Source: an optimization exercise on an open RTL-to-GDS flow (aim: small area, a short achievable clock period and few clock cycles). Production flows keep margins and buffers that such runs may drop.
RTL that was checked went through simulation tests only; none was proved equivalent to the original.

==> flow/design.v (excerpt) <==
module JAM (
    input CLK,
    input RST,
    output [2:0] W,
    output [2:0] J,
    input [6:0] Cost,
    output [3:0] MatchCount,
    output [9:0] MinCost,
    output reg Valid );
localparam ROUND = 3'd0, SEL = 3'd1, FIN = 3'd2, UPASS = 3'd3, DFS = 3'd4;
reg [2:0] state;
reg [2:0] r;             
reg [2:0] i0;            
reg [2:0] cj;            
reg [2:0] j0;            
reg [8:0] base;           
reg first;
reg [7:0] mind;
reg [2:0] jmin;
reg [7:0] S;             
reg rootr;               
reg [7:0] colFree;
reg [6:0] vp [0:7];
reg [7:0] dst [0:7];     
reg [2:0] way [0:7];     
reg [2:0] rowOf [0:7];   
reg [2:0] ja;
reg augdone;
reg adv;
reg [9:0] mc;
reg [3:0] cnt;
assign MinCost = mc;
assign MatchCount = cnt;
function [3:0] lowest;           
    input [7:0] m;
    begin
        casez (m)
            8'b???????1: lowest = 4'b1000;
            8'b??????10: lowest = 4'b1001;
            8'b?????100: lowest = 4'b1010;
            8'b????1000: lowest = 4'b1011;
            8'b???10000: lowest = 4'b1100;
            8'b??100000: lowest = 4'b1101;
            8'b?1000000: lowest = 4'b1110;
            8'b10000000: lowest = 4'b1111;
            default:     lowest = 4'b0000;
        endcase
    end
endfunction
function [7:0] above;            
    input [2:0] k;
    begin
        above = 8'hFE << k;
    end
endfunction
wire [2:0] row_jmin = rowOf[jmin];
wire [2:0] row_cj = rowOf[cj];
assign W = (state == SEL) ? row_jmin : (state == UPASS) ? row_cj : i0;
assign J = (state == SEL) ? jmin : cj;
wire [6:0] vp_cj = colFree[cj] ? 7'd0 : vp[cj];
wire [6:0] vp_jmin = colFree[jmin] ? 7'd0 : vp[jmin];
wire [9:0] bv = {base[8], base} + {3'd0, vp_cj};
wire [9:0] cur_full = bv + {3'd0, Cost};
wire over = cur_full[9:8] != 2'b00;
  ...
For scale: roughly 1700 cells after synthesis, about 240 flip-flops, ~17000 um^2 of cells after synthesis.
==> flow/config.mk <==
export PLATFORM = sky130hd
export DESIGN_NAME = JAM
export DESIGN_NICKNAME = JAM
export VERILOG_FILES = /design/flow/design.v
export SDC_FILE = /design/flow/constraint.sdc
export NUM_CORES = 4
export LEC_CHECK = 0
export CAP_MARGIN = 20
export CORE_MARGIN = 2
export CORE_UTILIZATION = 65
export PLACE_DENSITY = 0.75
export SETUP_SLACK_MARGIN = 4
export SLEW_MARGIN = 20
==> flow/constraint.sdc <==
create_clock -name core_clock -period 10.0 [get_ports {CLK}]
set_input_delay 2.0000 -clock core_clock [delete_from_list [all_inputs] [get_ports {CLK}]]
set_output_delay 2.0000 -clock core_clock [all_outputs]
set_load 0.01 [all_outputs]
run.sh (not shown) runs the stock make flow with config.mk's settings and CLKGATE_MAP_FILE= SYNTH_SCRIPT=/design/flow/synth_recipe.tcl, a recipe that flattens the netlist after the stock synthesis.
The starting point went through all stages and came out clean.
Change:
--- a/flow/config.mk
+++ b/flow/config.mk
@@ -8,6 +8,6 @@
 export CAP_MARGIN = 20
 export CORE_MARGIN = 2
-export CORE_UTILIZATION = 65
-export PLACE_DENSITY = 0.75
+export CORE_UTILIZATION = 40
+export PLACE_DENSITY = 0.6
 export SETUP_SLACK_MARGIN = 4
 export SLEW_MARGIN = 20
Critical path depth increases by 16.
Core utilization is lower by 28 points.
Routed wire length rose by a few percent.
Design area rose by a few percent.
Non-clock buffer count is higher by 8.
Register-to-register slack gets worse by 0.10 ns.
Clock skew is higher by 0.010 ns.
Global-route usage is lower by 16 points.
No run of this note included a check of the RTL's function; only the layout flow was run.

Setup of nickel:
The RTL this note starts from:
==> flow/design.v <==
module JAM (
    input CLK,
    input RST,
    output [2:0] W,
    output [2:0] J,
    input [6:0] Cost,
    output [3:0] MatchCount,
    output [9:0] MinCost,
    output reg Valid );
localparam ROUND = 3'd0, SEL = 3'd1, FIN = 3'd2, BUILD = 3'd3, COUNT = 3'd4;
reg [2:0] state;
reg [2:0] r;             
reg [2:0] i0;            
reg [2:0] cj;            
reg [2:0] j0;            
reg [8:0] base;           
reg first;
reg [7:0] mind;
reg [2:0] jmin;
reg [6:0] vpc;           
reg [6:0] vpj;           
reg [7:0] dcj;           
reg [7:0] S;             
reg rootr;               
reg [7:0] colFree;
reg [6:0] vp [0:7];
reg [7:0] dst [0:7];     
reg [2:0] way [0:7];     
reg [2:0] rowOf [0:7];   
reg [2:0] ja;
reg augdone;
reg [9:0] mc;
reg [3:0] cnt;
assign MinCost = mc;
assign MatchCount = cnt;
function [3:0] lowest;           
    input [7:0] m;
    begin
        casez (m)
            8'b???????1: lowest = 4'b1000;
            8'b??????10: lowest = 4'b1001;
            8'b?????100: lowest = 4'b1010;
            8'b????1000: lowest = 4'b1011;
            8'b???10000: lowest = 4'b1100;
            8'b??100000: lowest = 4'b1101;
            8'b?1000000: lowest = 4'b1110;
            8'b10000000: lowest = 4'b1111;
            default:     lowest = 4'b0000;
        endcase
    end
endfunction
function lt7;
    input [6:0] c;
    input [10:0] t;
    begin
        if (t[10])
            lt7 = 1'b0;
        else if (t[9:7] != 3'd0)
            lt7 = 1'b1;
        else
            lt7 = c < t[6:0];
    end
endfunction
function [7:0] above;            
    input [2:0] k;
    begin
        above = 8'hFE << k;
    end
endfunction
wire [2:0] j1 = way[ja];
wire [2:0] aR = (state == FIN) ? j1 : (state == COUNT) ? i0 : jmin;
wire [2:0] rA = rowOf[aR];
assign W = (state == SEL) ? rA : i0;
assign J = (state == SEL) ? jmin : cj;
wire [6:0] vpA = vpc;
wire [6:0] vp_cj = vpc;
wire [7:0] dA = dst[i0];
wire [9:0] bv = {base[8], base} + {3'd0, vp_cj};
wire [10:0] thr_o = 11'd256 - {bv[9], bv};
wire over = !lt7(Cost, thr_o);
wire [4:0] cur_lo = {1'b0, bv[3:0]} + {1'b0, Cost[3:0]};
wire [3:0] cur_h0 = bv[7:4] + {1'b0, Cost[6:4]};
wire [3:0] cur_h1 = bv[7:4] + {1'b0, Cost[6:4]} + 4'd1;
wire [7:0] cur_b = {cur_lo[4] ? cur_h1 : cur_h0, cur_lo[3:0]};
wire [7:0] cur8 = over ? 8'd255 : cur_b;
wire [7:0] dst_cj = dcj;
wire [10:0] thr_d = {3'd0, dst_cj} - {bv[9], bv};
wire [10:0] thr_m = {3'd0, mind} - {bv[9], bv};
wire better = rootr || lt7(Cost, thr_d);
wire cur_lt_min = lt7(Cost, thr_m);
wire dst_lt_min = dst_cj < mind;
wire take = first || (better ? cur_lt_min : dst_lt_min);
wire [7:0] nd = better ? cur8 : dst_cj;
wire [3:0] nxt_round = lowest(~S & above(cj));
wire [7:0] bitcj = 8'd1 << cj;
wire [7:0] S_sel = S | (8'd1 << jmin);
wire [3:0] first_round = lowest(~S_sel);
wire [3:0] lS = lowest(S);
wire [7:0] S_fin = S & ~bitcj;
wire [3:0] lSf = lowest(S_fin);
wire aug_last = (j1 == ja);
wire cur_eq_min = (thr_m[10:7] == 4'd0) && (thr_m[6:0] == Cost);
wire newmin = (cj == 3'd0) || cur_lt_min;
wire [7:0] tmask = newmin ? bitcj : cur_eq_min ? (S | bitcj) : S;
wire [2:0] ncol = (state == ROUND) ? nxt_round[2:0] :
                  (state == SEL) ? (colFree[jmin] ? lS[2:0] : first_round[2:0]) :
                  (state == FIN) ? lSf[2:0] : cj + 3'd1;
wire [6:0] vpn = colFree[ncol] ? 7'd0 : vp[ncol];
wire [6:0] vp_upd = vpc + (mind[6:0] - dcj[6:0]);
wire [7:0] dstn = dst[ncol];
wire [6:0] vp0 = colFree[0] ? 7'd0 : vp[0];
wire [7:0] adj = dA;
wire [2:0] dm1 = i0 - 3'd1;
wire [7:0] cand = adj & ~S & (first ? 8'hFF : above(rA));
wire [3:0] lj = lowest(cand);
wire [7:0] u2 = S | (8'd1 << lj[2:0]);
reg ok;
integer k;
always @(*) begin
    ok = 1'b1;
    for (k = 1; k < 8; k = k + 1)
        if (k > i0 && (dst[k] & ~u2) == 8'd0)
            ok = 1'b0;
end
wire d6 = first && (i0 == 3'd6);
wire [7:0] fx = ~S;
wire [7:0] flo = fx & (~fx + 8'd1);
wire [7:0] fhi = fx ^ flo;
wire [7:0] m6 = dst[6] & fx;
wire [7:0] m7 = dst[7] & fx;
wire c1 = (|(m6 & flo)) && (|(m7 & fhi));
wire c2 = (|(m6 & fhi)) && (|(m7 & flo));
wire [2:0] pd = rowOf[dm1];
always @(posedge CLK or posedge RST) begin
    if (RST) begin
        state <= ROUND;
        r <= 3'd0;
        i0 <= 3'd0;
        cj <= 3'd0;
        base <= 9'd0;
        first <= 1'b1;
        S <= 8'd0;
        rootr <= 1'b1;
        vpc <= 7'd0;
        colFree <= 8'hFF;
        mc <= 10'd0;
        cnt <= 4'd0;
        Valid <= 1'b0;
        augdone <= 1'b0;
    end else begin
        case (state)
        ROUND: begin
            first <= 1'b0;
            if (nxt_round[3]) begin
                cj <= nxt_round[2:0];
                vpc <= vpn;
                dcj <= dstn;
            end else begin
                state <= SEL;
            end
        end
        SEL: begin
            if (colFree[jmin]) begin
                mc <= mc + {2'd0, mind};
                colFree[jmin] <= 1'b0;
                cj <= lS[2:0];
                vpc <= vpn;
                dcj <= dstn;
                augdone <= 1'b0;
                state <= FIN;
            end else begin
                S <= S_sel;
                rootr <= 1'b0;
                i0 <= rA;
                base <= {1'b0, mind} - {2'd0, Cost} - {2'd0, vpj};
                cj <= first_round[2:0];
                vpc <= vpn;
                dcj <= dstn;
                first <= 1'b1;
                state <= ROUND;
            end
        end
        FIN: begin
            if (S != 8'd0) begin
                S <= S_fin;
                cj <= lSf[2:0];
                vpc <= vpn;
                dcj <= dstn;
            end
            if (!augdone && aug_last)
                augdone <= 1'b1;
            if (S_fin == 8'd0 && (augdone || aug_last)) begin
                vpc <= (S != 8'd0 && cj == 3'd0) ? vp_upd : vp0;
                dcj <= dst[0];
                if (r == 3'd7) begin
                    state <= BUILD;
                    i0 <= 3'd0;
                    cj <= 3'd0;
                    base <= 9'd0;
                end else begin
                    state <= ROUND;
                    r <= r + 3'd1;
                    i0 <= r + 3'd1;
                    base <= 9'd0;
                    rootr <= 1'b1;
                    cj <= 3'd0;
                    first <= 1'b1;
                end
            end
        end
        BUILD: begin
            S <= tmask;
            cj <= cj + 3'd1;
            vpc <= vpn;
            dcj <= dstn;
            if (cj == 3'd7) begin
                i0 <= i0 + 3'd1;
                if (i0 == 3'd7) begin
                    state <= COUNT;
                    S <= 8'd0;
                    first <= 1'b1;
                end
            end
        end
        COUNT: if (!Valid) begin
            if (d6) begin
                cnt <= cnt + {3'd0, c1} + {3'd0, c2};
                i0 <= dm1;
                S <= S & ~(8'd1 << pd);
                first <= 1'b0;
            end else if (lj[3]) begin
                if (ok) begin
                    S <= u2;
                    i0 <= i0 + 3'd1;
                    first <= 1'b1;
                end else begin
                    first <= 1'b0;
                end
            end else if (i0 == 3'd0) begin
                Valid <= 1'b1;
            end else begin
                i0 <= dm1;
                S <= S & ~(8'd1 << pd);
                first <= 1'b0;
            end
        end
        default: state <= ROUND;
        endcase
    end
end
always @(posedge CLK) begin
    case (state)
    ROUND: begin
        if (better) begin
            dst[cj] <= cur8;
            way[cj] <= rootr ? cj : j0;
        end
        if (take) begin
            mind <= nd;
            jmin <= cj;
            vpj <= vpc;
        end
    end
    SEL: begin
        j0 <= jmin;
        ja <= jmin;
        if (colFree[jmin])
            vp[jmin] <= 7'd0;
    end
    FIN: begin
        if (S != 8'd0)
            vp[cj] <= vp_upd;
        if (!augdone) begin
            rowOf[ja] <= aug_last ? r : rA;
            if (!aug_last)
                ja <= j1;
        end
    end
    BUILD: begin
        if (newmin)
            mind <= cur8;
        if (cj == 3'd7)
            dst[i0] <= tmask;
    end
    COUNT: begin
        if (!Valid && !d6 && lj[3])
            rowOf[i0] <= lj[2:0];
    end
    default: ;
    endcase
end
endmodule
export LEC_CHECK = 0
export ABC_AREA = 1
export CAP_MARGIN = 20
export CORE_MARGIN = 2
export CORE_UTILIZATION = 50
export PLACE_DENSITY = 0.65
export SETUP_SLACK_MARGIN = 5
export SLEW_MARGIN = 20
create_clock -name core_clock -period 10.0 [get_ports {CLK}]
standard.sh (not shown) runs the stock make flow with config.mk's settings and CLKGATE_MAP_FILE= SYNTH_SCRIPT=/design/flow/synth_recipe.tcl, a recipe that flattens the netlist after the stock synthesis.
==> flow/flow/run.sh <==
#!/bin/bash
# The standard layout (standard.sh: the standard synthesis, then ORFS to the
# final layout), with timing repair aiming at 6 ns of setup slack instead of
# config.mk's 5, so that it works further on the paths it shortens.
set -euo pipefail
sed 's/SETUP_SLACK_MARGIN=[0-9.]*/SETUP_SLACK_MARGIN=6/' standard.sh > standard_margin.sh
bash standard_margin.sh > standard.log 2>&1
nickel completed every stage of the flow, and the final layout passed the timing, design-rule and antenna checks.
Testbench counts of nickel, summed over its fixed seeds: cycles 2,845.
Input changes introduced in onyx (baseline for comparison: nickel):
==> flow/run.sh (new file) <==
#!/bin/bash
# synth_recipe.tcl (not shown) runs the flow's synth.tcl, then flattens the netlist and writes it again
# the make line also repeats each setting of config.mk as NAME=value (left out here)
make -C /OpenROAD-flow-scripts/flow DESIGN_CONFIG=/design/flow/config.mk WORK_HOME=/design/flow/orfs CLKGATE_MAP_FILE= SYNTH_SCRIPT=/design/flow/synth_recipe.tcl finish
removed: flow/flow/run.sh
removed: flow/standard.sh
### Flow results
- Per the comparison of onyx with nickel, number of placed instances with taps included neither gained nor lost much, number of vias in the routed layout lost about 6%, area growth from synthesis to layout lost 13 points, TritonCTS sink count neither gained nor lost much.
- In the reports for nickel and onyx, the smaller final area belongs to onyx.
- The endpoint arrival time on the critical path number comes out higher for onyx vs nickel.
- onyx completed every stage of the flow, and the final layout passed the timing, design-rule and antenna checks.
### onyx -> yarrow
==> flow/flow/run.sh (new file) <==
#!/bin/bash
# The standard layout (standard.sh: the standard synthesis, then ORFS to the
# final layout), with timing repair aiming at 5.6 ns of setup slack instead of
# config.mk's 5, so that it works further on the paths it shortens.
set -euo pipefail
sed 's/SETUP_SLACK_MARGIN=[0-9.]*/SETUP_SLACK_MARGIN=5.6/' standard.sh > standard_margin.sh
bash standard_margin.sh > standard.log 2>&1
==> flow/standard.sh (new file) <==
#!/bin/bash
# synth_recipe.tcl (not shown) runs the flow's synth.tcl, then flattens the netlist and writes it again
# the make line also repeats each setting of config.mk as NAME=value (left out here)
make -C /OpenROAD-flow-scripts/flow DESIGN_CONFIG=/design/flow/config.mk WORK_HOME=/design/flow/orfs CLKGATE_MAP_FILE= SYNTH_SCRIPT=/design/flow/synth_recipe.tcl "${@:-finish}"
removed: flow/run.sh
Findings:
- Delta (yarrow minus onyx): final worst setup slack saw an increase; cell count now sits higher; number of hold-repair buffers added at the cts stage was more or less identical; number of buffers added for setup after CTS up 28.
- As far as largest buffer count on any clock path goes, yarrow and onyx are indistinguishable; the numbers are identical.
--- input diff yarrow..amber ---
==> flow/flow/run.sh <==
#!/bin/bash
# The standard layout (standard.sh: the standard synthesis, then ORFS to the
# final layout), with timing repair aiming at 6.5 ns of setup slack instead of
# config.mk's 5, so that it works further on the paths it shortens.
set -euo pipefail
sed 's/SETUP_SLACK_MARGIN=[0-9.]*/SETUP_SLACK_MARGIN=6.5/' standard.sh > standard_margin.sh
bash standard_margin.sh > standard.log 2>&1
### Flow results
amber went all the way through synthesis, placement and routing and the layout is clean on timing, DRC and antenna.
amber against yarrow: placed wire-length estimate after detailed placement went up, via count of the routed design went up, sequential cell area in the final layout did not really move, sequential share of layout area went down.
Diff yarrow -> amber | global-route wire length before repair | up by more than 10%
Re inverter count of the layout excluding clock inverters: yarrow was lower than amber.

north:
JAM, a different RTL version from the one above (not shown whole).
Size: about 2,200 cells after synthesis, ~270 flip-flops, about 0.018 sq mm of cells after synthesis.
clock: 10.0 ns
lec_check: 0
abc_area: 1
cap_margin: 20
core_margin: 2
core_utilization: 50
place_density: 0.65
setup_slack_margin: 5
slew_margin: 20
==> flow/flow/run.sh <==
#!/bin/bash
# The standard layout (standard.sh: the standard synthesis, then ORFS to the
# final layout), with timing repair aiming at 5.9 ns of setup slack instead of
# config.mk's 5, so that it works further on the paths it shortens.
set -euo pipefail
sed 's/SETUP_SLACK_MARGIN=[0-9.]*/SETUP_SLACK_MARGIN=5.9/' standard.sh > standard_margin.sh
bash standard_margin.sh > standard.log 2>&1
north: all stages complete, timing, DRC and antenna checks passed
Changes in south relative to north:
==> flow/flow/run.sh <==
#!/bin/bash
# The standard layout (standard.sh: the standard synthesis, then ORFS to the
# final layout), with timing repair aiming at 5.3 ns of setup slack instead of
# config.mk's 5, so that it works further on the paths it shortens.
set -euo pipefail
sed 's/SETUP_SLACK_MARGIN=[0-9.]*/SETUP_SLACK_MARGIN=5.3/' standard.sh > standard_margin.sh
bash standard_margin.sh > standard.log 2>&1
Results
south reports a lower worst-case setup slack after placement than north does. Relative to north, area taken by multi-input logic gates has decreased by about 7% in south. Sort south and north by met2 demand-to-capacity share in global routing, descending, and south comes first. Against north as the reference, south delivers a lower post-route cell area. | post-route non-filler standard cell count | south vs north | 97 lower |.
What east does differently from south at the input level:
==> flow/flow/run.sh <==
#!/bin/bash
# The standard layout (standard.sh: the standard synthesis, then ORFS to the
# final layout), with timing repair aiming at 5.6 ns of setup slack instead of
# config.mk's 5, so that it works further on the paths it shortens.
set -euo pipefail
sed 's/SETUP_SLACK_MARGIN=[0-9.]*/SETUP_SLACK_MARGIN=5.6/' standard.sh > standard_margin.sh
bash standard_margin.sh > standard.log 2>&1
Findings:
- east reached the final stage; the timing, design-rule and antenna checks on its layout passed.
- Of the two values seen for worst-path cell with the longest stage delay, sky130_fd_sc_hd__dfrtp_1 was produced by south and sky130_fd_sc_hd__clkdlybuf4s50_1 by east.
- Share of final-layout standard cells stronger than drive strength 1: east vs south up 3.4 points
- Summary of east over south: logic depth of the worst setup path including buffers climbed 3; wire length per cell dropped 0.22 um.
- In east, the final-layout clock buffer total came out 1 above the value in south.
- Cmp east and south / met3 wire length / higher: east
- The final-layout clock-cell area share was comparable across east and south.
- Delta(worst slack on hold paths, east - south) < 0
## Diff of input files: west against east
diff --git a/flow/config.mk b/flow/config.mk
--- a/flow/config.mk
+++ b/flow/config.mk
@@ -9,6 +9,6 @@
 export CAP_MARGIN = 20
 export CORE_MARGIN = 2
-export CORE_UTILIZATION = 50
-export PLACE_DENSITY = 0.65
+export CORE_UTILIZATION = 60
+export PLACE_DENSITY = 0.72
 export SETUP_SLACK_MARGIN = 5
 export SLEW_MARGIN = 20
Notes after the runs:
Between west and east, the relative slew slack figures differ only marginally. Looking at total non-filler cell area in the finished layout across both flows, west is the stronger of the two, with east trailing. The final period demand of the worst path of west was inferior to that of east. Looking at count of clock-buffer cells in the layout across east and west, the one that comes out lower is west. In the flow results for east and west, the final worst setup slack is larger on east. Via count on west is behind east. The worst-path cell with the longest stage delay comes out sky130_fd_sc_hd__clkdlybuf4s50_1 in one run and sky130_fd_sc_hd__dfrtp_2 in the other, namely in east and west respectively. Comparing east and west, the lower sum of buffers and inverters on the critical path was measured on east.
No functional check of the RTL was part of any run of this note.

[re-timing with driven ports]
In the flow no input, the clock included, has a driving cell. The finished layouts below were timed again as built, in two steps.
Step 1 (the two cells are an assumption about what drives the block):
set clk [get_ports {CLK}]
set_driving_cell -lib_cell sky130_fd_sc_hd__clkbuf_16 $clk
set_driving_cell -lib_cell sky130_fd_sc_hd__buf_2 [delete_from_list [all_inputs] $clk]
Step 2 also shifts input and output timing later by t, the mid clock arrival at the registers, as if the neighbouring blocks saw the same clock.
Three values: no drivers, after step 1, after step 2; two values: the first two.
run	shift t [ns]	setup WS [ns]	slew at the worst register clock pin (ns)
the first run of note 1	0.591	4.066 / 4.015 / 3.551	0.07 / 0.07
the second run of note 1	0.639	3.977 / 3.977 / 3.459	0.07 / 0.07
nickel	0.641	5.568 / 5.517 / 5.265	0.07 / 0.07
onyx	0.618	5.067 / 5.013 / 4.935	0.07 / 0.07
yarrow	0.629	5.508 / 5.456 / 5.214	0.07 / 0.07
amber	0.665	5.504 / 5.445 / 5.381	0.07 / 0.07
north	0.646	5.668 / 5.668 / 5.227	0.07 / 0.07
south	0.631	5.400 / 5.350 / 4.851	0.07 / 0.07
east	0.619	5.633 / 5.582 / 5.236	0.07 / 0.07
west	0.619	5.618 / 5.580 / 5.096	0.07 / 0.07
After both steps every run listed still meets setup and hold. For south, which loses most, drivers alone change the setup slack by -0.050 ns; drivers and shift together by -0.549 ns.
